This is an optimization exercise on Yosys and OpenROAD, whose aim is small area and a short achievable clock period, not a production implementation. Function was checked by simulation only, so behaviour that the tests miss may differ from the original. No activity file was given, so power comes from the tool's default toggle rates.

==> flow/design.v (excerpt) <==
module thinpad_cpu(
    input wire clk,
    input wire rst,
    output wire uart_rdn,
    output wire uart_wrn,
    input wire uart_dataready,
    input wire uart_tbre,
    input wire uart_tsre,
    input  wire[31:0] base_ram_data_i,
    output wire[31:0] base_ram_data_o,
    output wire base_ram_data_oe,
    output wire[19:0] base_ram_addr,
    output wire[3:0] base_ram_be_n,
    output wire base_ram_ce_n,
    output wire base_ram_oe_n,
    output wire base_ram_we_n,
    input  wire[31:0] ext_ram_data_i,
    output wire[31:0] ext_ram_data_o,
    output wire ext_ram_data_oe,
    output wire[19:0] ext_ram_addr,
    output wire[3:0] ext_ram_be_n,
    output wire ext_ram_ce_n,
    output wire ext_ram_oe_n,
    output wire ext_ram_we_n
);
clock: 11.0 ns
lec_check: 0
cap_margin: 20
core_margin: 2
core_utilization: 30
place_density: 0.5
slew_margin: 20
standard.sh (not shown) runs the stock make flow with config.mk's settings and CLKGATE_MAP_FILE= SYNTH_SCRIPT=/design/flow/synth_recipe.tcl, a recipe that flattens the netlist after the stock synthesis.
==> flow/flow/run.sh <==
#!/bin/bash
set -euo pipefail
bash standard.sh SETUP_SLACK_MARGIN=6.4 \
  "BUFFER_PORTS_ARGS=-buffer_cell sky130_fd_sc_hd__buf_2" \
  finish > standard_flow.log 2>&1
The first run ran to the end with no violations.
Change:
==> flow/flow/run.sh (replaced) <==
#!/bin/bash
set -euo pipefail
bash standard.sh SETUP_SLACK_MARGIN=6.1 \
  "BUFFER_PORTS_ARGS=-buffer_cell sky130_fd_sc_hd__buf_2" \
  "CTS_ARGS=-sink_clustering_enable -repair_clock_nets -dont_use_dummy_load -sink_clustering_size 28 -sink_clustering_max_diameter 80 -buf_list sky130_fd_sc_hd__clkbuf_16" \
  finish > standard_flow.log 2>&1
=> Count of clock-buffer cells in the layout is lower by 114. Core utilization went down by 2.0 points. Sequential power is about the same. Cell count went down by a few percent. Power drops by roughly a tenth. Sequential cell count does not change.
Change:
==> flow/flow/run.sh (replaced) <==
#!/bin/bash
set -euo pipefail
bash standard.sh SETUP_SLACK_MARGIN=6.2 \
  "BUFFER_PORTS_ARGS=-buffer_cell sky130_fd_sc_hd__buf_2" \
  "CTS_ARGS=-sink_clustering_enable -repair_clock_nets -dont_use_dummy_load -sink_clustering_size 20 -sink_clustering_max_diameter 60 -buf_list sky130_fd_sc_hd__clkbuf_16" \
  finish > standard_flow.log 2>&1
After rerunning: Die area is unchanged; wire length rose by 0.75%; cell count barely changes; final area grows by 1.6%.

* * *

thinpad_cpu again, from the RTL that the note above started with.
Design thinpad_cpu, start of the top module:
module thinpad_cpu(
    input wire clk,
    input wire rst,
    output wire uart_rdn,
    output wire uart_wrn,
    input wire uart_dataready,
    input wire uart_tbre,
    input wire uart_tsre,
    input  wire[31:0] base_ram_data_i,
    output wire[31:0] base_ram_data_o,
    output wire base_ram_data_oe,
    output wire[19:0] base_ram_addr,
    output wire[3:0] base_ram_be_n,
    output wire base_ram_ce_n,
    output wire base_ram_oe_n,
    output wire base_ram_we_n,
    input  wire[31:0] ext_ram_data_i,
    output wire[31:0] ext_ram_data_o,
    output wire ext_ram_data_oe,
    output wire[19:0] ext_ram_addr,
    output wire[3:0] ext_ram_be_n,
    output wire ext_ram_ce_n,
    output wire ext_ram_oe_n,
    output wire ext_ram_we_n
);
clock: 11.0 ns
lec_check: 0
cap_margin: 20
core_margin: 2
core_utilization: 30
place_density: 0.5
slew_margin: 20
==> flow/flow/run.sh <==
#!/bin/bash
set -euo pipefail
bash standard.sh SETUP_SLACK_MARGIN=6.1 \
  "BUFFER_PORTS_ARGS=-buffer_cell sky130_fd_sc_hd__buf_2" \
  "CTS_ARGS=-sink_clustering_enable -repair_clock_nets -dont_use_dummy_load -sink_clustering_size 20 -sink_clustering_max_diameter 60 -buf_list sky130_fd_sc_hd__clkbuf_16" \
  finish > standard_flow.log 2>&1
Then changed:
==> flow/flow/run.sh (replaced) <==
#!/bin/bash
set -euo pipefail
bash standard.sh SETUP_SLACK_MARGIN=6.1 \
  "BUFFER_PORTS_ARGS=-buffer_cell sky130_fd_sc_hd__buf_2" \
  "CTS_ARGS=-sink_clustering_enable -repair_clock_nets -dont_use_dummy_load -sink_clustering_size 28 -sink_clustering_max_diameter 80 -buf_list sky130_fd_sc_hd__clkbuf_16" \
  finish > standard_flow.log 2>&1
CAP_MARGIN = 5   (was 20)
SLEW_MARGIN = 5   (was 20)
What happened:
- clock-buffer cell count shrinks by 32
- synthesized area stays the same
- wire length came out lower by 0.33%
- clock skew rose by 0.032 ns
- non-clock buffer count fell by 8

static timing again, ports no longer ideal:
In the flow no input, the clock included, has a driving cell. The finished layouts below were timed again as built, in two steps. Step 1, drivers: a clkbuf_16 drives clk and a buf_2 each remaining input, both assumed. Step 2, shift: input delay + t, output delay - t, t = (earliest + latest rising clock arrival at the registers) / 2. This alone moves slack from input paths to output paths. a / b / c = ideal ports / drivers / drivers and shift; a / b = the first two.
| run | shift t [ns] | setup WS [ns] | hold slack, ns | slew at the worst register clock pin (ns) | worst slew at a driven data input, ns |
|---|---|---|---|---|---|
| the first run of note 1 | 0.920 | 5.997 / 5.946 / 5.388 | 0.331 / 0.331 / 0.331 | 0.08 / 0.08 | 0.13 |
| the second run of note 1 | 0.826 | 5.926 / 5.926 / 5.279 | 0.336 / 0.336 / 0.336 | 0.12 / 0.12 | 0.13 |
| the third run of note 1 | 0.880 | 5.889 / 5.823 / 5.339 | 0.326 / 0.326 / 0.326 | 0.09 / 0.09 | 0.11 |
| the first run of note 2 | 0.869 | 5.939 / 5.928 / 5.313 | 0.335 / 0.335 / 0.335 | 0.09 / 0.09 | 0.13 |
| the second run of note 2 | 0.830 | 5.938 / 5.934 / 5.309 | 0.329 / 0.329 / 0.329 | 0.12 / 0.12 | 0.16 |
After both steps setup and hold are still met in every run listed. The setup slack of the second run of note 1, which loses most, moves by 0.000 ns with the drivers and by -0.647 ns with both steps.
